Context: an optimization exercise on an open-source flow, tuned for small area. The choices shown serve that exercise and are no tape-out recipe. Only simulation tests tie the RTL to the original design; equivalence was not proved. No activity file was given, so power comes from the tool's default toggle rates.

===== design/flow/design.v =====
module SatTruncFP
  #(
    parameter	NB_XI  	= 20,
    parameter	NBF_XI	= 12,
    parameter	NB_XO	= 8,
    parameter	NBF_XO	= 6
    )
   (
    input [(NB_XI)-1:0]  i_data,
    output [(NB_XO)-1:0] o_data
    );
   localparam	NBI_XI	=	NB_XI	-	NBF_XI;
   localparam	NBI_XO	=	NB_XO	-	NBF_XO;
   wire [NB_XO-1:0] 	 aux_Sat;
   wire [NBF_XO-1:0] 	 aux_trunc;
   wire 		 condicion;
   wire [NB_XO-1:0] 	 resultado1;
   wire [NB_XO-1:0] 	 resultado2;
	generate
	   if (NBF_XI >= NBF_XO)
	     begin
		assign	aux_trunc = i_data[(NBF_XI-1):(NBF_XI - NBF_XO)];
	     end
	   else
	     begin
		assign	aux_trunc = {i_data[NBF_XI-1:0],{(NBF_XO - NBF_XI){1'b0}}};
	     end
	   if (NBI_XI > NBI_XO)
	     begin
		assign	condicion		=	(i_data[(NB_XI-2)-:(NBI_XI-NBI_XO)] == {(NBI_XI-NBI_XO){i_data[NB_XI-1]}});
		assign	resultado1		=	{i_data[(NB_XI-1)],{(NB_XO-1){~i_data[(NB_XI-1)]}}};
		assign	resultado2		=	{i_data[(NB_XI-1)],i_data[NBF_XI +:NBI_XO-1],aux_trunc};
		assign	aux_Sat			=	condicion	?	resultado2	:	resultado1;
	     end
	   else
	     begin
		if (NBI_XO == NBI_XI)
                  assign  aux_Sat = {i_data[(NB_XI-1)-:NBI_XI],aux_trunc};
		else
		  assign  aux_Sat	= {{(NBI_XO - NBI_XI){i_data[NB_XI-1]}},i_data[(NB_XI-1)-:NBI_XI],aux_trunc};
	     end
	endgenerate
   assign	o_data=aux_Sat;
endmodule
module filtro_fir
  #(
    parameter WW_INPUT  = 8,
    parameter WW_OUTPUT = 8
    )
   (
    input                         clk,
    input                         i_en,
    input                         i_srst,
    input  signed [ WW_INPUT-1:0] i_data,
    output signed [WW_OUTPUT-1:0] o_data
    );
  reg  [7:0] d1;  wire [7:0] dn1;
  reg  [7:0] d2;  wire [7:0] dn2;
  reg  [7:0] d3;  wire [7:0] dn3;
  reg  [7:0] d4;  wire [7:0] dn4;
  reg  [7:0] d5;  wire [7:0] dn5;
  reg  [7:0] d6;  wire [7:0] dn6;
  reg  [7:0] d7;  wire [7:0] dn7;
  reg  [7:0] d8;  wire [7:0] dn8;
  reg  [7:0] d9;  wire [7:0] dn9;
  reg  [7:0] d10;  wire [7:0] dn10;
  reg  [7:0] d11;  wire [7:0] dn11;
  reg  [7:0] d12;  wire [7:0] dn12;
  reg  [7:0] d13;  wire [7:0] dn13;
  reg  [7:0] d14;  wire [7:0] dn14;
  wire ld = i_en & ~i_srst;     
  wire hd = ~i_en & ~i_srst;    
  wire hs = ~ld;                
  wire ls = ~hd;                
  wire f294 = ~i_data[0];
  fir_dl_k1 u_dl1_0 (.hs(hs), .ls(ls), .a(f294), .q(d1[0]), .n(dn1[0]));
  wire f295 = ~i_data[1];
  fir_dl_k1 u_dl1_1 (.hs(hs), .ls(ls), .a(f295), .q(d1[1]), .n(dn1[1]));
  wire f296 = ~i_data[2];
  fir_dl_k1 u_dl1_2 (.hs(hs), .ls(ls), .a(f296), .q(d1[2]), .n(dn1[2]));
  wire f297 = ~i_data[3];
  fir_dl_k1 u_dl1_3 (.hs(hs), .ls(ls), .a(f297), .q(d1[3]), .n(dn1[3]));
  wire f298 = ~i_data[4];
  fir_dl_k1 u_dl1_4 (.hs(hs), .ls(ls), .a(f298), .q(d1[4]), .n(dn1[4]));
  wire f299 = ~i_data[5];
  fir_dl_k1 u_dl1_5 (.hs(hs), .ls(ls), .a(f299), .q(d1[5]), .n(dn1[5]));
  wire f300 = ~i_data[6];
  fir_dl_k1 u_dl1_6 (.hs(hs), .ls(ls), .a(f300), .q(d1[6]), .n(dn1[6]));
  fir_dl_k0 u_dl1_7 (.ld(ld), .hd(hd), .a(i_data[7]), .q(d1[7]), .n(dn1[7]));
  fir_dl_k1 u_dl2_0 (.hs(hs), .ls(ls), .a(d1[0]), .q(d2[0]), .n(dn2[0]));
  fir_dl_k1 u_dl2_1 (.hs(hs), .ls(ls), .a(d1[1]), .q(d2[1]), .n(dn2[1]));
  fir_dl_k1 u_dl2_2 (.hs(hs), .ls(ls), .a(d1[2]), .q(d2[2]), .n(dn2[2]));
  fir_dl_k1 u_dl2_3 (.hs(hs), .ls(ls), .a(d1[3]), .q(d2[3]), .n(dn2[3]));
  fir_dl_k1 u_dl2_4 (.hs(hs), .ls(ls), .a(d1[4]), .q(d2[4]), .n(dn2[4]));
  fir_dl_k1 u_dl2_5 (.hs(hs), .ls(ls), .a(d1[5]), .q(d2[5]), .n(dn2[5]));
  fir_dl_k1 u_dl2_6 (.hs(hs), .ls(ls), .a(d1[6]), .q(d2[6]), .n(dn2[6]));
  fir_dl_k0 u_dl2_7 (.ld(ld), .hd(hd), .a(d1[7]), .q(d2[7]), .n(dn2[7]));
  fir_dl_k1 u_dl3_0 (.hs(hs), .ls(ls), .a(d2[0]), .q(d3[0]), .n(dn3[0]));
  fir_dl_k1 u_dl3_1 (.hs(hs), .ls(ls), .a(d2[1]), .q(d3[1]), .n(dn3[1]));
  fir_dl_k1 u_dl3_2 (.hs(hs), .ls(ls), .a(d2[2]), .q(d3[2]), .n(dn3[2]));
  fir_dl_k1 u_dl3_3 (.hs(hs), .ls(ls), .a(d2[3]), .q(d3[3]), .n(dn3[3]));
  fir_dl_k1 u_dl3_4 (.hs(hs), .ls(ls), .a(d2[4]), .q(d3[4]), .n(dn3[4]));
  fir_dl_k1 u_dl3_5 (.hs(hs), .ls(ls), .a(d2[5]), .q(d3[5]), .n(dn3[5]));
  fir_dl_k1 u_dl3_6 (.hs(hs), .ls(ls), .a(d2[6]), .q(d3[6]), .n(dn3[6]));
  fir_dl_k0 u_dl3_7 (.ld(ld), .hd(hd), .a(d2[7]), .q(d3[7]), .n(dn3[7]));
  wire f301 = ~d3[0];
  fir_dl_k0 u_dl4_0 (.ld(ld), .hd(hd), .a(f301), .q(d4[0]), .n(dn4[0]));
  wire f302 = ~d3[1];
  fir_dl_k0 u_dl4_1 (.ld(ld), .hd(hd), .a(f302), .q(d4[1]), .n(dn4[1]));
  wire f303 = ~d3[2];
  fir_dl_k0 u_dl4_2 (.ld(ld), .hd(hd), .a(f303), .q(d4[2]), .n(dn4[2]));
  wire f304 = ~d3[3];
  fir_dl_k0 u_dl4_3 (.ld(ld), .hd(hd), .a(f304), .q(d4[3]), .n(dn4[3]));
  wire f305 = ~d3[4];
  fir_dl_k0 u_dl4_4 (.ld(ld), .hd(hd), .a(f305), .q(d4[4]), .n(dn4[4]));
  wire f306 = ~d3[5];
  fir_dl_k0 u_dl4_5 (.ld(ld), .hd(hd), .a(f306), .q(d4[5]), .n(dn4[5]));
  wire f307 = ~d3[6];
  fir_dl_k0 u_dl4_6 (.ld(ld), .hd(hd), .a(f307), .q(d4[6]), .n(dn4[6]));
  wire f308 = ~d3[7];
  fir_dl_k1 u_dl4_7 (.hs(hs), .ls(ls), .a(f308), .q(d4[7]), .n(dn4[7]));
  fir_dl_k0 u_dl5_0 (.ld(ld), .hd(hd), .a(d4[0]), .q(d5[0]), .n(dn5[0]));
  fir_dl_k0 u_dl5_1 (.ld(ld), .hd(hd), .a(d4[1]), .q(d5[1]), .n(dn5[1]));
  fir_dl_k0 u_dl5_2 (.ld(ld), .hd(hd), .a(d4[2]), .q(d5[2]), .n(dn5[2]));
  fir_dl_k0 u_dl5_3 (.ld(ld), .hd(hd), .a(d4[3]), .q(d5[3]), .n(dn5[3]));
  fir_dl_k0 u_dl5_4 (.ld(ld), .hd(hd), .a(d4[4]), .q(d5[4]), .n(dn5[4]));
  fir_dl_k0 u_dl5_5 (.ld(ld), .hd(hd), .a(d4[5]), .q(d5[5]), .n(dn5[5]));
  fir_dl_k0 u_dl5_6 (.ld(ld), .hd(hd), .a(d4[6]), .q(d5[6]), .n(dn5[6]));
  fir_dl_k1 u_dl5_7 (.hs(hs), .ls(ls), .a(d4[7]), .q(d5[7]), .n(dn5[7]));
  fir_dl_k0 u_dl6_0 (.ld(ld), .hd(hd), .a(d5[0]), .q(d6[0]), .n(dn6[0]));
  fir_dl_k0 u_dl6_1 (.ld(ld), .hd(hd), .a(d5[1]), .q(d6[1]), .n(dn6[1]));
  fir_dl_k0 u_dl6_2 (.ld(ld), .hd(hd), .a(d5[2]), .q(d6[2]), .n(dn6[2]));
  fir_dl_k0 u_dl6_3 (.ld(ld), .hd(hd), .a(d5[3]), .q(d6[3]), .n(dn6[3]));
  fir_dl_k0 u_dl6_4 (.ld(ld), .hd(hd), .a(d5[4]), .q(d6[4]), .n(dn6[4]));
  fir_dl_k0 u_dl6_5 (.ld(ld), .hd(hd), .a(d5[5]), .q(d6[5]), .n(dn6[5]));
  fir_dl_k0 u_dl6_6 (.ld(ld), .hd(hd), .a(d5[6]), .q(d6[6]), .n(dn6[6]));
  fir_dl_k1 u_dl6_7 (.hs(hs), .ls(ls), .a(d5[7]), .q(d6[7]), .n(dn6[7]));
  fir_dl_k0 u_dl7_0 (.ld(ld), .hd(hd), .a(d6[0]), .q(d7[0]), .n(dn7[0]));
  fir_dl_k0 u_dl7_1 (.ld(ld), .hd(hd), .a(d6[1]), .q(d7[1]), .n(dn7[1]));
  fir_dl_k0 u_dl7_2 (.ld(ld), .hd(hd), .a(d6[2]), .q(d7[2]), .n(dn7[2]));
  fir_dl_k0 u_dl7_3 (.ld(ld), .hd(hd), .a(d6[3]), .q(d7[3]), .n(dn7[3]));
  fir_dl_k0 u_dl7_4 (.ld(ld), .hd(hd), .a(d6[4]), .q(d7[4]), .n(dn7[4]));
  fir_dl_k0 u_dl7_5 (.ld(ld), .hd(hd), .a(d6[5]), .q(d7[5]), .n(dn7[5]));
  fir_dl_k0 u_dl7_6 (.ld(ld), .hd(hd), .a(d6[6]), .q(d7[6]), .n(dn7[6]));
  fir_dl_k1 u_dl7_7 (.hs(hs), .ls(ls), .a(d6[7]), .q(d7[7]), .n(dn7[7]));
  fir_dl_k0 u_dl8_0 (.ld(ld), .hd(hd), .a(d7[0]), .q(d8[0]), .n(dn8[0]));
  fir_dl_k0 u_dl8_1 (.ld(ld), .hd(hd), .a(d7[1]), .q(d8[1]), .n(dn8[1]));
  fir_dl_k0 u_dl8_2 (.ld(ld), .hd(hd), .a(d7[2]), .q(d8[2]), .n(dn8[2]));
  fir_dl_k0 u_dl8_3 (.ld(ld), .hd(hd), .a(d7[3]), .q(d8[3]), .n(dn8[3]));
  fir_dl_k0 u_dl8_4 (.ld(ld), .hd(hd), .a(d7[4]), .q(d8[4]), .n(dn8[4]));
  fir_dl_k0 u_dl8_5 (.ld(ld), .hd(hd), .a(d7[5]), .q(d8[5]), .n(dn8[5]));
  fir_dl_k0 u_dl8_6 (.ld(ld), .hd(hd), .a(d7[6]), .q(d8[6]), .n(dn8[6]));
  fir_dl_k1 u_dl8_7 (.hs(hs), .ls(ls), .a(d7[7]), .q(d8[7]), .n(dn8[7]));
  fir_dl_k0 u_dl9_0 (.ld(ld), .hd(hd), .a(d8[0]), .q(d9[0]), .n(dn9[0]));
  fir_dl_k0 u_dl9_1 (.ld(ld), .hd(hd), .a(d8[1]), .q(d9[1]), .n(dn9[1]));
  fir_dl_k0 u_dl9_2 (.ld(ld), .hd(hd), .a(d8[2]), .q(d9[2]), .n(dn9[2]));
  fir_dl_k0 u_dl9_3 (.ld(ld), .hd(hd), .a(d8[3]), .q(d9[3]), .n(dn9[3]));
  fir_dl_k0 u_dl9_4 (.ld(ld), .hd(hd), .a(d8[4]), .q(d9[4]), .n(dn9[4]));
  fir_dl_k0 u_dl9_5 (.ld(ld), .hd(hd), .a(d8[5]), .q(d9[5]), .n(dn9[5]));
  fir_dl_k0 u_dl9_6 (.ld(ld), .hd(hd), .a(d8[6]), .q(d9[6]), .n(dn9[6]));
  fir_dl_k1 u_dl9_7 (.hs(hs), .ls(ls), .a(d8[7]), .q(d9[7]), .n(dn9[7]));
  fir_dl_k0 u_dl10_0 (.ld(ld), .hd(hd), .a(d9[0]), .q(d10[0]), .n(dn10[0]));
  fir_dl_k0 u_dl10_1 (.ld(ld), .hd(hd), .a(d9[1]), .q(d10[1]), .n(dn10[1]));
  fir_dl_k0 u_dl10_2 (.ld(ld), .hd(hd), .a(d9[2]), .q(d10[2]), .n(dn10[2]));
  fir_dl_k0 u_dl10_3 (.ld(ld), .hd(hd), .a(d9[3]), .q(d10[3]), .n(dn10[3]));
  fir_dl_k0 u_dl10_4 (.ld(ld), .hd(hd), .a(d9[4]), .q(d10[4]), .n(dn10[4]));
  fir_dl_k0 u_dl10_5 (.ld(ld), .hd(hd), .a(d9[5]), .q(d10[5]), .n(dn10[5]));
  fir_dl_k0 u_dl10_6 (.ld(ld), .hd(hd), .a(d9[6]), .q(d10[6]), .n(dn10[6]));
  fir_dl_k1 u_dl10_7 (.hs(hs), .ls(ls), .a(d9[7]), .q(d10[7]), .n(dn10[7]));
  fir_dl_k0 u_dl11_0 (.ld(ld), .hd(hd), .a(d10[0]), .q(d11[0]), .n(dn11[0]));
  fir_dl_k0 u_dl11_1 (.ld(ld), .hd(hd), .a(d10[1]), .q(d11[1]), .n(dn11[1]));
  fir_dl_k0 u_dl11_2 (.ld(ld), .hd(hd), .a(d10[2]), .q(d11[2]), .n(dn11[2]));
  fir_dl_k0 u_dl11_3 (.ld(ld), .hd(hd), .a(d10[3]), .q(d11[3]), .n(dn11[3]));
  fir_dl_k0 u_dl11_4 (.ld(ld), .hd(hd), .a(d10[4]), .q(d11[4]), .n(dn11[4]));
  fir_dl_k0 u_dl11_5 (.ld(ld), .hd(hd), .a(d10[5]), .q(d11[5]), .n(dn11[5]));
  fir_dl_k0 u_dl11_6 (.ld(ld), .hd(hd), .a(d10[6]), .q(d11[6]), .n(dn11[6]));
  fir_dl_k1 u_dl11_7 (.hs(hs), .ls(ls), .a(d10[7]), .q(d11[7]), .n(dn11[7]));
  wire f309 = ~d11[0];
  fir_dl_k1 u_dl12_0 (.hs(hs), .ls(ls), .a(f309), .q(d12[0]), .n(dn12[0]));
  wire f310 = ~d11[1];
  fir_dl_k1 u_dl12_1 (.hs(hs), .ls(ls), .a(f310), .q(d12[1]), .n(dn12[1]));
  wire f311 = ~d11[2];
  fir_dl_k1 u_dl12_2 (.hs(hs), .ls(ls), .a(f311), .q(d12[2]), .n(dn12[2]));
  wire f312 = ~d11[3];
  fir_dl_k1 u_dl12_3 (.hs(hs), .ls(ls), .a(f312), .q(d12[3]), .n(dn12[3]));
  wire f313 = ~d11[4];
  fir_dl_k1 u_dl12_4 (.hs(hs), .ls(ls), .a(f313), .q(d12[4]), .n(dn12[4]));
  wire f314 = ~d11[5];
  fir_dl_k1 u_dl12_5 (.hs(hs), .ls(ls), .a(f314), .q(d12[5]), .n(dn12[5]));
  wire f315 = ~d11[6];
  fir_dl_k1 u_dl12_6 (.hs(hs), .ls(ls), .a(f315), .q(d12[6]), .n(dn12[6]));
  wire f316 = ~d11[7];
  fir_dl_k0 u_dl12_7 (.ld(ld), .hd(hd), .a(f316), .q(d12[7]), .n(dn12[7]));
  fir_dl_k1 u_dl13_0 (.hs(hs), .ls(ls), .a(d12[0]), .q(d13[0]), .n(dn13[0]));
  fir_dl_k1 u_dl13_1 (.hs(hs), .ls(ls), .a(d12[1]), .q(d13[1]), .n(dn13[1]));
  fir_dl_k1 u_dl13_2 (.hs(hs), .ls(ls), .a(d12[2]), .q(d13[2]), .n(dn13[2]));
  fir_dl_k1 u_dl13_3 (.hs(hs), .ls(ls), .a(d12[3]), .q(d13[3]), .n(dn13[3]));
  fir_dl_k1 u_dl13_4 (.hs(hs), .ls(ls), .a(d12[4]), .q(d13[4]), .n(dn13[4]));
  fir_dl_k1 u_dl13_5 (.hs(hs), .ls(ls), .a(d12[5]), .q(d13[5]), .n(dn13[5]));
  fir_dl_k1 u_dl13_6 (.hs(hs), .ls(ls), .a(d12[6]), .q(d13[6]), .n(dn13[6]));
  fir_dl_k0 u_dl13_7 (.ld(ld), .hd(hd), .a(d12[7]), .q(d13[7]), .n(dn13[7]));
  fir_dl_k1 u_dl14_0 (.hs(hs), .ls(ls), .a(d13[0]), .q(d14[0]), .n(dn14[0]));
  fir_dl_k1 u_dl14_1 (.hs(hs), .ls(ls), .a(d13[1]), .q(d14[1]), .n(dn14[1]));
  fir_dl_k1 u_dl14_2 (.hs(hs), .ls(ls), .a(d13[2]), .q(d14[2]), .n(dn14[2]));
  fir_dl_k1 u_dl14_3 (.hs(hs), .ls(ls), .a(d13[3]), .q(d14[3]), .n(dn14[3]));
  fir_dl_k1 u_dl14_4 (.hs(hs), .ls(ls), .a(d13[4]), .q(d14[4]), .n(dn14[4]));
  fir_dl_k1 u_dl14_5 (.hs(hs), .ls(ls), .a(d13[5]), .q(d14[5]), .n(dn14[5]));
  fir_dl_k1 u_dl14_6 (.hs(hs), .ls(ls), .a(d13[6]), .q(d14[6]), .n(dn14[6]));
  fir_dl_k0 u_dl14_7 (.ld(ld), .hd(hd), .a(d13[7]), .q(d14[7]), .n(dn14[7]));
  always @(posedge clk) begin
    d1 <= dn1;
    d2 <= dn2;
    d3 <= dn3;
    d4 <= dn4;
    d5 <= dn5;
    d6 <= dn6;
    d7 <= dn7;
    d8 <= dn8;
    d9 <= dn9;
    d10 <= dn10;
    d11 <= dn11;
    d12 <= dn12;
    d13 <= dn13;
    d14 <= dn14;
  end
  wire s1, c2;
  fir_fa u_s1 (.a(d1[2]), .b(d2[2]), .c(d12[2]), .s(s1), .co(c2));
  wire s3, c4;
  fir_fa u_s3 (.a(d1[3]), .b(d2[3]), .c(d12[3]), .s(s3), .co(c4));
  wire s5, c6;
  fir_fa u_s5 (.a(d13[3]), .b(d14[3]), .c(d4[2]), .s(s5), .co(c6));
  wire s7, c8;
  fir_fa u_s7 (.a(d4[3]), .b(d10[2]), .c(d10[3]), .s(s7), .co(c8));
  wire s9, c10;
  fir_fa u_s9 (.a(d1[4]), .b(d2[4]), .c(d12[4]), .s(s9), .co(c10));
  wire s11, c12;
  fir_fa u_s11 (.a(d13[4]), .b(d14[4]), .c(d4[3]), .s(s11), .co(c12));
  wire s13, c14;
  fir_fa u_s13 (.a(d4[4]), .b(d10[3]), .c(d10[4]), .s(s13), .co(c14));
  wire s15, c16;
  fir_fa u_s15 (.a(d5[1]), .b(d9[1]), .c(d6[1]), .s(s15), .co(c16));
  wire s17, c18;
  fir_ha u_s17 (.a(d6[2]), .b(d6[4]), .s(s17), .co(c18));
  wire s19, c20;
  fir_fa u_s19 (.a(d1[5]), .b(d2[5]), .c(d12[5]), .s(s19), .co(c20));
  wire s21, c22;
  fir_fa u_s21 (.a(d13[5]), .b(d14[5]), .c(d4[4]), .s(s21), .co(c22));
  wire s23, c24;
  fir_fa u_s23 (.a(d4[5]), .b(d10[4]), .c(d10[5]), .s(s23), .co(c24));
  wire s25, c26;
  fir_fa u_s25 (.a(d5[2]), .b(d9[2]), .c(d6[2]), .s(s25), .co(c26));
  wire s27, c28;
  fir_fa u_s27 (.a(d6[3]), .b(d6[5]), .c(d8[2]), .s(s27), .co(c28));
  wire s29, c30;
  fir_ha u_s29 (.a(d7[1]), .b(d8[3]), .s(s29), .co(c30));
  wire s31, c32;
  fir_fa u_s31 (.a(d1[6]), .b(d2[6]), .c(d12[6]), .s(s31), .co(c32));
  wire s33, c34;
  fir_fa u_s33 (.a(d13[6]), .b(d14[6]), .c(d4[5]), .s(s33), .co(c34));
  wire s35, c36;
  fir_fa u_s35 (.a(d4[6]), .b(d10[5]), .c(d10[6]), .s(s35), .co(c36));
  wire s37, c38;
  fir_fa u_s37 (.a(d5[3]), .b(d9[3]), .c(d6[3]), .s(s37), .co(c38));
  wire s39, c40;
  fir_fa u_s39 (.a(d6[4]), .b(d6[6]), .c(d8[3]), .s(s39), .co(c40));
  wire s41, c42;
  fir_fa u_s41 (.a(d8[4]), .b(d8[6]), .c(d7[2]), .s(s41), .co(c42));
  wire s43, c44;
  fir_fa u_s43 (.a(d1[7]), .b(d2[7]), .c(d12[7]), .s(s43), .co(c44));
  wire s45, c46;
  fir_fa u_s45 (.a(d13[7]), .b(d14[7]), .c(d4[6]), .s(s45), .co(c46));
  wire s47, c48;
  fir_fa u_s47 (.a(d4[7]), .b(d10[6]), .c(d10[7]), .s(s47), .co(c48));
  wire s49, c50;
  fir_fa u_s49 (.a(d5[4]), .b(d9[4]), .c(d6[4]), .s(s49), .co(c50));
  wire s51, c52;
  fir_fa u_s51 (.a(d6[5]), .b(d6[7]), .c(d8[4]), .s(s51), .co(c52));
  wire s53, c54;
  fir_fa u_s53 (.a(d8[5]), .b(d8[7]), .c(d7[3]), .s(s53), .co(c54));
  wire s55, c56;
  fir_fa u_s55 (.a(d4[7]), .b(d10[7]), .c(d5[5]), .s(s55), .co(c56));
  wire s57, c58;
  fir_ha u_s57 (.a(d6[5]), .b(d6[6]), .s(s57), .co(c58));
  wire s59, c60;
  fir_ha u_s59 (.a(d10[0]), .b(d12[0]), .s(s59), .co(c60));
  wire s61, c62;
  fir_fa u_s61 (.a(d1[1]), .b(d2[1]), .c(d12[1]), .s(s61), .co(c62));
  wire s63, c64;
  fir_fa u_s63 (.a(d13[1]), .b(d14[1]), .c(d4[0]), .s(s63), .co(c64));
  wire s65, c66;
  fir_fa u_s65 (.a(d13[2]), .b(d14[2]), .c(d4[1]), .s(s65), .co(c66));
  wire s67, c68;
  fir_fa u_s67 (.a(d4[2]), .b(d10[1]), .c(d10[2]), .s(s67), .co(c68));
  wire s69, c70;
  fir_fa u_s69 (.a(d6[0]), .b(d6[2]), .c(d8[0]), .s(s69), .co(c70));
  wire s71, c72;
  fir_fa u_s71 (.a(d5[0]), .b(d9[0]), .c(d6[0]), .s(s71), .co(c72));
  wire s73, c74;
  fir_fa u_s73 (.a(d6[1]), .b(d6[3]), .c(d8[0]), .s(s73), .co(c74));
  wire s75, c76;
  fir_fa u_s75 (.a(d8[1]), .b(d8[3]), .c(c2), .s(s75), .co(c76));
  wire s77, c78;
  fir_fa u_s77 (.a(s3), .b(s5), .c(s7), .s(s77), .co(c78));
  wire s79, c80;
  fir_fa u_s79 (.a(d8[1]), .b(d8[2]), .c(d8[4]), .s(s79), .co(c80));
  wire s81, c82;
  fir_fa u_s81 (.a(d7[0]), .b(s17), .c(c4), .s(s81), .co(c82));
  wire s83, c84;
  fir_fa u_s83 (.a(c6), .b(c8), .c(s9), .s(s83), .co(c84));
  wire s85, c86;
  fir_fa u_s85 (.a(s11), .b(s13), .c(s15), .s(s85), .co(c86));
  wire s87, c88;
  fir_fa u_s87 (.a(d8[5]), .b(s29), .c(c18), .s(s87), .co(c88));
  wire s89, c90;
  fir_fa u_s89 (.a(c10), .b(c12), .c(c14), .s(s89), .co(c90));
  wire s91, c92;
  fir_fa u_s91 (.a(c16), .b(s19), .c(s21), .s(s91), .co(c92));
  wire s93, c94;
  fir_fa u_s93 (.a(s23), .b(s25), .c(s27), .s(s93), .co(c94));
  wire s95, c96;
  fir_fa u_s95 (.a(c30), .b(c20), .c(c22), .s(s95), .co(c96));
  wire s97, c98;
  fir_fa u_s97 (.a(c24), .b(c26), .c(c28), .s(s97), .co(c98));
  wire s99, c100;
  fir_fa u_s99 (.a(s31), .b(s33), .c(s35), .s(s99), .co(c100));
  wire s101, c102;
  fir_fa u_s101 (.a(s37), .b(s39), .c(s41), .s(s101), .co(c102));
  wire s103, c104;
  fir_fa u_s103 (.a(c32), .b(c34), .c(c36), .s(s103), .co(c104));
  wire s105, c106;
  fir_fa u_s105 (.a(c38), .b(c40), .c(c42), .s(s105), .co(c106));
  wire s107, c108;
  fir_fa u_s107 (.a(s43), .b(s45), .c(s47), .s(s107), .co(c108));
  wire s109, c110;
  fir_fa u_s109 (.a(s49), .b(s51), .c(s53), .s(s109), .co(c110));
  wire s111, c112;
  fir_fa u_s111 (.a(d9[5]), .b(d8[5]), .c(d8[6]), .s(s111), .co(c112));
  wire s113, c114;
  fir_fa u_s113 (.a(d7[4]), .b(s57), .c(c44), .s(s113), .co(c114));
  wire s115, c116;
  fir_fa u_s115 (.a(c46), .b(c48), .c(c50), .s(s115), .co(c116));
  wire s117, c118;
  fir_fa u_s117 (.a(c52), .b(c54), .c(s55), .s(s117), .co(c118));
  wire s119, c120;
  fir_fa u_s119 (.a(d5[6]), .b(d9[6]), .c(d6[6]), .s(s119), .co(c120));
  wire s121, c122;
  fir_fa u_s121 (.a(d6[7]), .b(d8[6]), .c(d8[7]), .s(s121), .co(c122));
  wire s123, c124;
  fir_fa u_s123 (.a(d1[0]), .b(d2[0]), .c(d13[0]), .s(s123), .co(c124));
  wire s125, c126;
  fir_ha u_s125 (.a(d14[0]), .b(d4[0]), .s(s125), .co(c126));
  wire s127, c128;
  fir_fa u_s127 (.a(d4[1]), .b(d10[0]), .c(d10[1]), .s(s127), .co(c128));
  wire s129, c130;
  fir_fa u_s129 (.a(d6[1]), .b(d8[1]), .c(c60), .s(s129), .co(c130));
  wire s131, c132;
  fir_ha u_s131 (.a(s61), .b(s63), .s(s131), .co(c132));
  wire s133, c134;
  fir_fa u_s133 (.a(d8[2]), .b(c62), .c(c64), .s(s133), .co(c134));
  wire s135, c136;
  fir_fa u_s135 (.a(s1), .b(s65), .c(s67), .s(s135), .co(c136));
  wire i137 = ~i_data[1];
  wire s138, c139;
  fir_fa u_s138 (.a(s69), .b(i_data[2]), .c(i137), .s(s138), .co(c139));
  wire s140, c141;
  fir_fa u_s140 (.a(c66), .b(c68), .c(c70), .s(s140), .co(c141));
  wire s142, c143;
  fir_fa u_s142 (.a(s71), .b(s73), .c(s75), .s(s142), .co(c143));
  wire i144 = ~s77;
  wire s145, c146;
  fir_fa u_s145 (.a(i_data[3]), .b(i_data[2]), .c(i144), .s(s145), .co(c146));
  wire s147, c148;
  fir_fa u_s147 (.a(c72), .b(c74), .c(s79), .s(s147), .co(c148));
  wire s149, c150;
  fir_fa u_s149 (.a(c76), .b(s81), .c(c78), .s(s149), .co(c150));
  wire i151 = ~i_data[4];
  wire s152, c153;
  fir_fa u_s152 (.a(s83), .b(s85), .c(i151), .s(s152), .co(c153));
  wire s154, c155;
  fir_fa u_s154 (.a(c80), .b(s87), .c(c82), .s(s154), .co(c155));
  wire s156, c157;
  fir_fa u_s156 (.a(s89), .b(c84), .c(c86), .s(s156), .co(c157));
  wire i158 = ~i_data[5];
  wire s159, c160;
  fir_fa u_s159 (.a(s91), .b(s93), .c(i158), .s(s159), .co(c160));
  wire s161, c162;
  fir_fa u_s161 (.a(c88), .b(c90), .c(s95), .s(s161), .co(c162));
  wire s163, c164;
  fir_fa u_s163 (.a(s97), .b(c92), .c(c94), .s(s163), .co(c164));
  wire i165 = ~i_data[6];
  wire s166, c167;
  fir_fa u_s166 (.a(s101), .b(s99), .c(i165), .s(s166), .co(c167));
  wire s168, c169;
  fir_fa u_s168 (.a(c96), .b(c98), .c(s103), .s(s168), .co(c169));
  wire s170, c171;
  fir_fa u_s170 (.a(s105), .b(c100), .c(c102), .s(s170), .co(c171));
  wire s172, c173;
  fir_fa u_s172 (.a(s107), .b(s109), .c(i_data[7]), .s(s172), .co(c173));
  wire s174, c175;
  fir_fa u_s174 (.a(s111), .b(c104), .c(c106), .s(s174), .co(c175));
  wire s176, c177;
  fir_fa u_s176 (.a(s113), .b(s115), .c(c108), .s(s176), .co(c177));
  wire s178, c179;
  fir_xnor u_s178 (.a(c110), .b(s117), .y(s178));
  fir_or u_c179 (.a(c110), .b(s117), .y(c179));
  wire s180, c181;
  fir_fa u_s180 (.a(d7[5]), .b(c58), .c(c56), .s(s180), .co(c181));
  wire s182, c183;
  fir_fa u_s182 (.a(c112), .b(s119), .c(s121), .s(s182), .co(c183));
  wire s184, c185;
  fir_fa u_s184 (.a(c114), .b(c116), .c(c118), .s(s184), .co(c185));
  wire s186, c187;
  fir_fa u_s186 (.a(d5[7]), .b(d9[7]), .c(d6[7]), .s(s186), .co(c187));
  wire s188, c189;
  fir_fa u_s188 (.a(d8[7]), .b(d7[6]), .c(c120), .s(s188), .co(c189));
  wire i190 = ~1'b0;
  wire s191, c192;
  fir_ha u_s191 (.a(i190), .b(c122), .s(s191), .co(c192));
  wire s193, c194;
  fir_fa u_s193 (.a(d6[0]), .b(d8[0]), .c(s59), .s(s193), .co(c194));
  wire s195, c196;
  fir_fa u_s195 (.a(c126), .b(c124), .c(s127), .s(s195), .co(c196));
  wire s197, c198;
  fir_ha u_s197 (.a(s129), .b(s131), .s(s197), .co(c198));
  wire s199, c200;
  fir_fa u_s199 (.a(c128), .b(c130), .c(c132), .s(s199), .co(c200));
  wire s201, c202;
  fir_fa u_s201 (.a(s133), .b(s135), .c(s138), .s(s201), .co(c202));
  wire s203, c204;
  fir_fa u_s203 (.a(c134), .b(s140), .c(c136), .s(s203), .co(c204));
  wire i205 = ~s145;
  wire s206, c207;
  fir_fa u_s206 (.a(s142), .b(c139), .c(i205), .s(s206), .co(c207));
  wire s208, c209;
  fir_fa u_s208 (.a(c141), .b(s147), .c(c143), .s(s208), .co(c209));
  wire i210 = ~c146;
  wire s211, c212;
  fir_fa u_s211 (.a(s149), .b(s152), .c(i210), .s(s211), .co(c212));
  wire s213, c214;
  fir_fa u_s213 (.a(c148), .b(s154), .c(c150), .s(s213), .co(c214));
  wire s215, c216;
  fir_fa u_s215 (.a(s156), .b(c153), .c(s159), .s(s215), .co(c216));
  wire s217, c218;
  fir_fa u_s217 (.a(c155), .b(c157), .c(s161), .s(s217), .co(c218));
  wire s219, c220;
  fir_fa u_s219 (.a(s163), .b(c160), .c(s166), .s(s219), .co(c220));
  wire s221, c222;
  fir_fa u_s221 (.a(c162), .b(c164), .c(s168), .s(s221), .co(c222));
  wire s223, c224;
  fir_fa u_s223 (.a(s170), .b(s172), .c(c167), .s(s223), .co(c224));
  wire s225, c226;
  fir_fa u_s225 (.a(s178), .b(s174), .c(c169), .s(s225), .co(c226));
  wire s227, c228;
  fir_fa u_s227 (.a(c171), .b(s176), .c(c173), .s(s227), .co(c228));
  wire s229, c230;
  fir_fa u_s229 (.a(s180), .b(s182), .c(c175), .s(s229), .co(c230));
  wire s231, c232;
  fir_fa u_s231 (.a(c179), .b(c177), .c(s184), .s(s231), .co(c232));
  wire s233, c234;
  fir_fa u_s233 (.a(s186), .b(s191), .c(c181), .s(s233), .co(c234));
  wire s235, c236;
  fir_fa u_s235 (.a(s188), .b(c183), .c(c185), .s(s235), .co(c236));
  wire s237, c238;
  fir_fa u_s237 (.a(d7[7]), .b(c187), .c(c192), .s(s237), .co(c238));
  wire i239 = ~1'b0;
  wire s240, c241;
  fir_ha u_s240 (.a(i239), .b(c189), .s(s240), .co(c241));
  wire s242, c243;
  fir_ha u_s242 (.a(s125), .b(s123), .s(s242), .co(c243));
  wire s244, c245;
  fir_fa u_s244 (.a(c194), .b(s195), .c(i_data[1]), .s(s244), .co(c245));
  wire s246, c247;
  fir_fa u_s246 (.a(c196), .b(c198), .c(s199), .s(s246), .co(c247));
  wire s248, c249;
  fir_fa u_s248 (.a(c200), .b(s203), .c(c202), .s(s248), .co(c249));
  wire s250, c251;
  fir_fa u_s250 (.a(c204), .b(s208), .c(c207), .s(s250), .co(c251));
  wire s252, c253;
  fir_fa u_s252 (.a(c209), .b(s213), .c(c212), .s(s252), .co(c253));
  wire s254, c255;
  fir_fa u_s254 (.a(c214), .b(s217), .c(c216), .s(s254), .co(c255));
  wire s256, c257;
  fir_fa u_s256 (.a(c218), .b(s221), .c(s223), .s(s256), .co(c257));
  wire s258, c259;
  fir_fa u_s258 (.a(s225), .b(c222), .c(s227), .s(s258), .co(c259));
  wire s260, c261;
  fir_fa u_s260 (.a(s229), .b(c226), .c(s231), .s(s260), .co(c261));
  wire s262, c263;
  fir_fa u_s262 (.a(s233), .b(c230), .c(s235), .s(s262), .co(c263));
  wire s264, c265;
  fir_fa u_s264 (.a(s240), .b(s237), .c(c234), .s(s264), .co(c265));
  wire s266, c267;
  fir_ha u_s266 (.a(c238), .b(c241), .s(s266), .co(c267));
  wire s268, c269;
  fir_ha u_s268 (.a(s193), .b(s242), .s(s268), .co(c269));
  wire s270, c271;
  fir_fa u_s270 (.a(c243), .b(s197), .c(s244), .s(s270), .co(c271));
  wire s272, c273;
  fir_fa u_s272 (.a(c245), .b(s246), .c(s201), .s(s272), .co(c273));
  wire s274, c275;
  fir_fa u_s274 (.a(c247), .b(s206), .c(s248), .s(s274), .co(c275));
  wire s276, c277;
  fir_fa u_s276 (.a(s211), .b(c249), .c(s250), .s(s276), .co(c277));
  wire s278, c279;
  fir_fa u_s278 (.a(s215), .b(c251), .c(s252), .s(s278), .co(c279));
  wire s280, c281;
  fir_fa u_s280 (.a(s219), .b(c253), .c(s254), .s(s280), .co(c281));
  wire s282, c283;
  fir_fa u_s282 (.a(c220), .b(c255), .c(s256), .s(s282), .co(c283));
  wire s284, c285;
  fir_fa u_s284 (.a(c224), .b(s258), .c(c257), .s(s284), .co(c285));
  wire s286, c287;
  fir_fa u_s286 (.a(c228), .b(s260), .c(c259), .s(s286), .co(c287));
  wire s288, c289;
  fir_fa u_s288 (.a(c232), .b(c261), .c(s262), .s(s288), .co(c289));
  wire s290, c291;
  fir_fa u_s290 (.a(c236), .b(s264), .c(c263), .s(s290), .co(c291));
  wire s292, c293;
  fir_xnor u_s292 (.a(s266), .b(c265), .y(s292));
  fir_or u_c293 (.a(s266), .b(c265), .y(c293));
  wire [14:0] ra = {1'b1, c267, s292, s290, s288, s286, s284, s282, s280, s278, s276, s274, s272, s270, ~i_data[0]};
  wire [14:0] rb = {1'b0, c293, c291, c289, c287, c285, c283, c281, c279, c277, c275, c273, c271, c269, s268};
  wire [14:0] s = ra + rb;
  reg  [8:0] r1;
  reg  [7:0] r2, r3;
  wire [7:0] sat;
  SatTruncFP #(.NB_XI(9), .NBF_XI(6), .NB_XO(8), .NBF_XO(6))
    u_sat (.i_data(r1), .o_data(sat));
  always @(posedge clk) begin
    r1 <= s[14:6];
    r2 <= sat;
    r3 <= r2;
  end
  assign o_data = r3;
endmodule
module fir_fa (input a, input b, input c, output s, output co);
  assign s  = a ^ b ^ c;
  assign co = (a & b) | (c & (a ^ b));
endmodule
module fir_ha (input a, input b, output s, output co);
  assign s  = a ^ b;
  assign co = a & b;
endmodule
module fir_xnor (input a, input b, output y);
  assign y = ~(a ^ b);
endmodule
module fir_or (input a, input b, output y);
  assign y = a | b;
endmodule
module fir_dl_k0 (input ld, input hd, input a, input q, output n);   
  assign n = (ld & a) | (hd & q);
endmodule
module fir_dl_k1 (input hs, input ls, input a, input q, output n);   
  assign n = (a | hs) & (q | ls);
endmodule
module fir_dl_f0 (input hs, input hd, input a, input q, output n);   
  assign n = (~a & ~hs) | (hd & q);
endmodule
module fir_dl_f1 (input ld, input ls, input a, input q, output n);   
  assign n = (~a | ~ld) & (q | ls);
endmodule

===== design/flow/flow/run.sh =====
#!/bin/bash
# Layout flow: the standard flow (standard.sh, unchanged synthesis), with two
# changes to how the layout is built:
#  - clock tree synthesis without dummy loads (clock buffers clkbuf_2/clkbuf_4),
#  - port buffers of the smallest buffer cell.
# Each tool's output goes to standard.log here (ORFS's own logs are under orfs/logs).
set -euo pipefail
bash standard.sh \
  CTS_ARGS="-sink_clustering_enable -repair_clock_nets -dont_use_dummy_load -sink_clustering_size 20 -sink_clustering_max_diameter 60 -buf_list {sky130_fd_sc_hd__clkbuf_2 sky130_fd_sc_hd__clkbuf_4}" \
  BUFFER_PORTS_ARGS="-buffer_cell sky130_fd_sc_hd__buf_1" \
  finish > standard.log 2>&1

===== design/flow/standard.sh =====
#!/bin/bash
# synth_recipe.tcl (not shown) runs the flow's synth.tcl, then flattens the netlist and writes it again
# the make line also repeats each setting of config.mk as NAME=value (left out here)
make -C /OpenROAD-flow-scripts/flow DESIGN_CONFIG=/design/flow/config.mk WORK_HOME=/design/flow/orfs CLKGATE_MAP_FILE= SYNTH_SCRIPT=/design/flow/synth_recipe.tcl "${@:-finish}"

===== design/flow/config.mk =====
export PLATFORM = sky130hd
export DESIGN_NAME = filtro_fir
export DESIGN_NICKNAME = filtro_fir
export VERILOG_FILES = /design/flow/design.v
export SDC_FILE = /design/flow/constraint.sdc
export NUM_CORES = 4
export LEC_CHECK = 0
export CAP_MARGIN = 20
export CORE_MARGIN = 2
export CORE_UTILIZATION = 55
export CTS_BUF_LIST = sky130_fd_sc_hd__clkbuf_2 sky130_fd_sc_hd__clkbuf_4
export CTS_CLUSTER_DIAMETER = 60
export CTS_CLUSTER_SIZE = 20
export SLEW_MARGIN = 20
export SYNTH_HIERARCHICAL = 1
export SYNTH_MINIMUM_KEEP_SIZE = 0

===== design/flow/constraint.sdc =====
create_clock -name core_clock -period 5.5 [get_ports {clk}]
set_input_delay 1.1000 -clock core_clock [delete_from_list [all_inputs] [get_ports {clk}]]
set_output_delay 1.1000 -clock core_clock [all_outputs]
set_load 0.01 [all_outputs]

==> results of run 1 <==
flip-flops by register name, indices dropped and copies added, names as in the netlist:
signal and count:
d8 8, d6 8, d11 8, r3 8, d4 8, d10 8, d12 8, d1 8
d7 8, r1 9, d13 8, r2 8, d2 8, d14 8, d3 8, d9 8
d5 8
logic make-up (layout without fill, tap and decap cells):
kind of cell	Yosys count	after routing	synth area share
AOI/OAI and AO/OA	150	150	0.172
xor gates and xnor gates	8	8	0.00962
adders and majority gates	153	153	0.395
other	1	2	0.000515
and+or+nand+nor	39	39	0.0249
DFF	137	137	0.377
buffers and inverters	37	68	0.0215
Yosys stat by module, one instance, submodules excluded, excerpt:
module      times used  flops+latches  cells inside
filtro_fir           1            137           246
fir_fa             128              0             1
fir_ha              12              0             1
fir_dl_k0           62              0             1
fir_dl_k1           50              0             1
fir_xnor             2              0             1
fir_or               2              0             1
report_power, final:
group | internal, mW | leakage (nW) | switching (mW)
clock | 0.141 | 0.0782 | 0.298
combinational | 0.244 | 1.98 | 0.331
sequential | 1.10 | 1.12 | 0.0453
total | 1.48 | 3.18 | 0.674
layout make-up:
| cell class | count | share of cell area |
|---|---|---|
| inverter | 30 | 0.0148 |
| multi-input combinational | 352 | 0.570 |
| tap | 176 | 0.0286 |
| timing repair buffer | 21 | 0.0143 |
| sequential | 137 | 0.356 |
| clock buffer | 17 | 0.0166 |
synth_stat cells (all sizes together), types with 2 or more instances:
master,number,area (µm²)
dfxtp,137,2740
fa,128,2560
a22o,62,543
o22a,50,438
inv,30,113
ha,25,313
nand2,12,45.0
o21ai,12,60.1
nor2,11,41.3
a21oi,8,40.0
buf,7,43.8
a21o,5,37.5
xnor2,5,43.8
nand3,3,15.0
or2,3,18.8
xor2,3,26.3
a221oi,2,41.3
a311oi,2,23.8
a31oi,2,12.5
and3,2,12.5
nand4,2,12.5
nor3,2,10.0
metrics by stage:
stage	util	worst slack, ns
5_1_grt	0.589	0.288
4_1_cts	0.586	0.513
3_5_place_dp	0.577	0.605
2_1_floorplan	-	0.978
3_3_place_gp	0.577	0.616
6_report	0.589	0.545
worst paths after layout:
check,startpoint,slack [ns],endpoint,cells past startpoint
worst max-delay path,d6[1],0.54,r1[7],12
worst min-delay path,r2[5],0.33,r3[5],0
worst max register to register,d6[1],0.54,r1[7],12
worst min register to register,r2[5],0.33,r3[5],0
routing by layer:
metal	routed length [µm]	GRT usage
met4	235	0.0714
met1	5910	0.278
met5	0	0
met2	6540	0.332
met3	413	0.0450
==> results.ini, run 1 <==
[cells_and_area]
final_common_cell=dfxtp_1
final_cell_mix=dfxtp_1 (137), fa_1 (128), a22o_1 (62), o22a_1 (50), inv_1 (28)
area_delta_synth_final_pct=5.79
seqCellArea_mm2=0.00274
stdcell_area_mm2=0.00770
multi_input_area_mm2=0.00439
finalNonFillerCells=733
diodes=0
fill_cells=1111
nets=723
drive_gt1_frac=0.0467

[global_route]
grt_antenna_before_repair=0
grt_max_degree=63
grt.overflow.total=0
grt_usage=0.206
grt_pass1_vias=4393
grt_pass1_wl_mm=22.4

[clocking]
clk_latency_ns=0.52
cts.sinks=137
post_cts_resize_count=0
clkTransAtPathRegs_ns=0.12
holdBufCountCts=0
clock_path_buffers=2
cts-buffers-inserted=17
cts_setup_buffers=0
cts_tree=done
h-tree-depth=4
cts_root_buffer=clkbuf_4

[synthesis]
ys_seq_area_frac=0.377
ys.flop_type=dfxtp_1
async_reset_ff_frac=0
ys_types=40
avgSynthCellArea_um2=13.9
syn-cell-area_mm2=0.00728
synth_enable_flop_cells=0
synth-seq-cells=137
synthCells=525
yosys_warnings=7

[sta]
fmax_ghz=0.202
setup_tns_ns=0
rsz0062_at_grt=false
worstMarginPinSlew_ns=0.910
finalSetupViolCount=0
slew_viol_final=0
maxSlewHeadroom=0.394
hold_ws_ns=0.325
fin_crit_ns=4.96
hold_viol=0
period_share=0.901
fin_skew_ns=0.0360

[critical_path]
critPathLaunchType=flip-flop
path_max_fanout=8
endpoint_kind=flip-flop
path_buf_inv=0
cp_common_cell=fa_1
worstSetupPathType=flip-flop to flip-flop
slowest_stage=dfxtp_1
cp_slowest_stage_delay_ns=0.55
crit_family=adder cells
cp.required_ns=5.90
crit_chain=fa_1, fa_1, fa_1, fa_1, fa_1, fa_1, ha_1, nand3_1, a211oi_1, o31ai_1, and3_1, a221oi_2
arrival_ns=5.36

[route]
drt_iter0_drc=209
num_vias=4172
ant_nets=0
dr.pass1.iters=4
viasPerCell=5.69
wire_per_inst_um=17.9
routed_wl_mm=13.1
post-route-drc-count=0

[flow_run]
drv_cap=0

[power]
finalPower_mw=2.15
p_leak_nw=3.18
ir_worst_vdd_mv=0.137
p_per_area_mw_per_mm2=280

[placement]
dpl.hpwl_mm=10.1
routabilityCongestion=0.807
placed_area_mm2=0.00755
port_buffers=18
placed_cells=715

[min_path]
hp-class=flip-flop to flip-flop

[die]
core-area_mm2=0.0131
initial_core_util=0.556
dieWidth_um=119
num_rows=42
io_pins=19
die-area_mm2=0.0142
die_y_um=119

[run_status]
status=complete, no violations

==> inputs of run 2 (changes only) <==
==> design/flow/run.sh (new file) <==
#!/bin/bash
# synth_recipe.tcl (not shown) runs the flow's synth.tcl, then flattens the netlist and writes it again
# the make line also repeats each setting of config.mk as NAME=value (left out here)
make -C /OpenROAD-flow-scripts/flow DESIGN_CONFIG=/design/flow/config.mk WORK_HOME=/design/flow/orfs CLKGATE_MAP_FILE= SYNTH_SCRIPT=/design/flow/synth_recipe.tcl finish
removed: design/flow/flow/run.sh
removed: design/flow/standard.sh
==> results.ini, run 2 <==
[cells_and_area]
final_cell_mix=dfxtp_1 (137), fa_1 (128), a22o_1 (62), o22a_1 (50), inv_1 (28)
area_delta_synth_final_pct=8.54
utilization=0.604
drive_gt1_frac=0.0663
nets=724
largest_reg_flops=9
diodes=0
final_common_cell=dfxtp_1
largest_register=r1

[die]
die-area_mm2=0.0142
core-area_mm2=0.0131
initial_core_util=0.556
dieWidth_um=119
num_rows=42
io_pins=19
die_y_um=119

[route]
ant_nets=0
num_vias=4194
drt_iter0_drc=165
dr.pass1.iters=4
viasPerCell=5.60
wire_per_inst_um=18.0
post-route-drc-count=0
routed_wl_mm=13.5

[clocking]
cts_setup_buffers=0
cts.sinks=137
clock_path_buffers=2
h-tree-depth=4
clkTransAtPathRegs_ns=0.12
clk_latency_ns=0.53
cts-buffers-inserted=17
cts_root_buffer=clkbuf_4
holdBufCountCts=0
post_cts_resize_count=0
cts_tree=done

[power]
p_per_area_mw_per_mm2=293
ir_worst_vdd_mv=0.134
p_leak_nw=3.26

[critical_path]
r2r_start=d10[5]
path_max_fanout=8
arrival_ns=5.30
setup.worst_path.start=d10[5]
cp.required_ns=5.94
worstSetupPathType=flip-flop to flip-flop
endpoint_kind=flip-flop
critPathLaunchType=flip-flop

[synthesis]
avgSynthCellArea_um2=13.9
synthCells=525
yosysMostFrequentCell=dfxtp_1
syn-cell-area_mm2=0.00728
ys.flop_type=dfxtp_1
ys_seq_area_frac=0.377
synthTopCellsByCount=dfxtp_1 (137), fa_1 (128), a22o_1 (62), o22a_1 (50), inv_1 (30)
synth_enable_flop_cells=0
synth_top_area_share=0.377
yosys_warnings=7
yosysTopAreaCell=dfxtp_1
async_reset_ff_frac=0
synthTopCellsByArea=dfxtp_1 (38%), fa_1 (35%), a22o_1 (7.5%), o22a_1 (6.0%), ha_1 (4.3%)
ys_types=40
synth-seq-cells=137

[placement]
port_buffers=18
routabilityCongestion=0.819
dpl.hpwl_mm=10.4

[sta]
finalSetupViolCount=0
maxSlewHeadroom=0.407
fin_skew_ns=0.0153
hold_viol=0
rsz0062_at_grt=false
fin_crit_ns=4.86
fmax_ghz=0.206
setup_tns_ns=0
worstMarginPinSlew_ns=0.889
period_share=0.883
slew_viol_final=0

[flow_run]
drv_cap=0

[run_status]
status=complete, no violations

[global_route]
grt_max_degree=63
grt_pass1_wl_mm=23.0
grt.overflow.total=0
grt_pass1_vias=4510
grt_usage=0.213
grt_antenna_before_repair=0

[min_path]
hp-class=flip-flop to flip-flop
min_from=r2[5]

## run 2: cell counts after synthesis
No cell type changed its count.
## run 2: layout make-up
class	count	area (µm²)
repair buffers	22	210
well taps	176	220
clock buffers	20	150
clock inverters	12	77.6
fillers	1029	5180
inverters	30	114
flip-flops and latches	137	2740
multi-input cells	352	4390
## run 2: where the power goes
group / total [mW] / leakage (nW) / internal, mW / switching [mW]
combinational: 0.616 / 2.03 / 0.282 / 0.335
clock: 0.559 / 0.120 / 0.190 / 0.368
sequential: 1.14 / 1.12 / 1.10 / 0.0460
## run 2: cell families (layout without fill, tap and decap cells)
family | count (synthesis) | count (layout) | share of synthesized area
xor+xnor | 8 | 8 | 0.00962
simple gates | 39 | 39 | 0.0249
compound gates | 150 | 150 | 0.172
other cells | 1 | 2 | 0.000515
buf+inv | 37 | 84 | 0.0215
fa+ha+maj | 153 | 153 | 0.395
flops | 137 | 137 | 0.377
## run 2: worst max-delay path, cell delays in order, from the launching register on
cell      delay (ns)
dfxtp_1         0.48
fa_1            0.50
fa_1            0.59
fa_1            0.44
fa_1            0.41
fa_1            0.51
fa_1            0.42
ha_1            0.44
nand3_1         0.12
a211oi_1        0.33
o31ai_1         0.16
and3_1          0.18
a221oi_2        0.18
## run 2: path summary, 6_finish.rpt
path / endpoint / slack, ns / depth (start not counted)
max reg2reg: r1[7] / 0.64 / 12
min reg2reg: r3[5] / 0.34 / 0
max: r1[7] / 0.64 / 12
min: r3[5] / 0.34 / 0
## run 2: layer usage
| layer | part of all wire | vias up | wire, µm | track usage |
|---|---|---|---|---|
| met5 | 0 | - | 0 | 0 |
| met4 | 0.012 | 0 | 165 | 0.0647 |
| met3 | 0.026 | 12 | 352 | 0.0484 |
| met2 | 0.50 | 51 | 6760 | 0.350 |
| met1 | 0.46 | 2175 | 6220 | 0.284 |
| li1 | - | 1956 | - | - |
## run 2: Yosys stat by module, one instance, submodules excluded, a selection
| module | area (µm²) | times used | flip-flops and latches |
|---|---|---|---|
| fir_dl_k1 | 8.76 | 50 | 0 |
| fir_dl_k0 | 8.76 | 62 | 0 |
| fir_or | 6.26 | 2 | 0 |
| fir_fa | 20.0 | 128 | 0 |
| fir_ha | 12.5 | 12 | 0 |
| filtro_fir | 3450 | 1 | 137 |
| fir_xnor | 8.76 | 2 | 0 |
## run 2: stage by stage
step | total power [mW] | hold WS [ns] | cells | setup WS (ns) | cell area [µm²]
finish | 2.32 | 0.339 | 749 | 0.643 | 7900
global route | 2.48 | 0.345 | 749 | 0.366 | 7900
CTS | 2.35 | 0.339 | 749 | 0.608 | 7900
detailed placement | 1.79 | 0.312 | 717 | 0.582 | 7670
global placement | 1.77 | 0.310 | 717 | 0.618 | 7670
floorplan | 1.61 | 0.310 | 526 | 0.978 | 7280

-- afterwards: timing with drivers on the ports --
How much do the figures lean on ideal ports? The routed layouts below were timed once more, with nothing changed but the port constraints. Step 1 sets driving cells, clkbuf_16 on the clock port and buf_2 on the other inputs (assumed; they add their load-dependent delay and slew). Step 2 times the ports against the registers' clock, not the clock port: input delays grow and output delays shrink by t, the midpoint of the rising clock arrivals with the driver on. Slacks: ideal ports / drivers / drivers and shift; pairs: ideal ports / drivers.
run | t, ns | setup slack, ns | worst setup path after step 2 | worst slew at a driven data input, ns | cell pins on the clock port's net
run 1 | 0.532 | 0.545 / 0.545 / 0.545 | register to register | 0.03 | 1
run 2 | 0.558 | 0.643 / 0.643 / 0.546 | input to register | 0.03 | 1
After both steps every run listed still meets setup and hold. The setup slack of run 2, which loses most, moves by 0.000 ns with the drivers and by -0.097 ns with both steps.
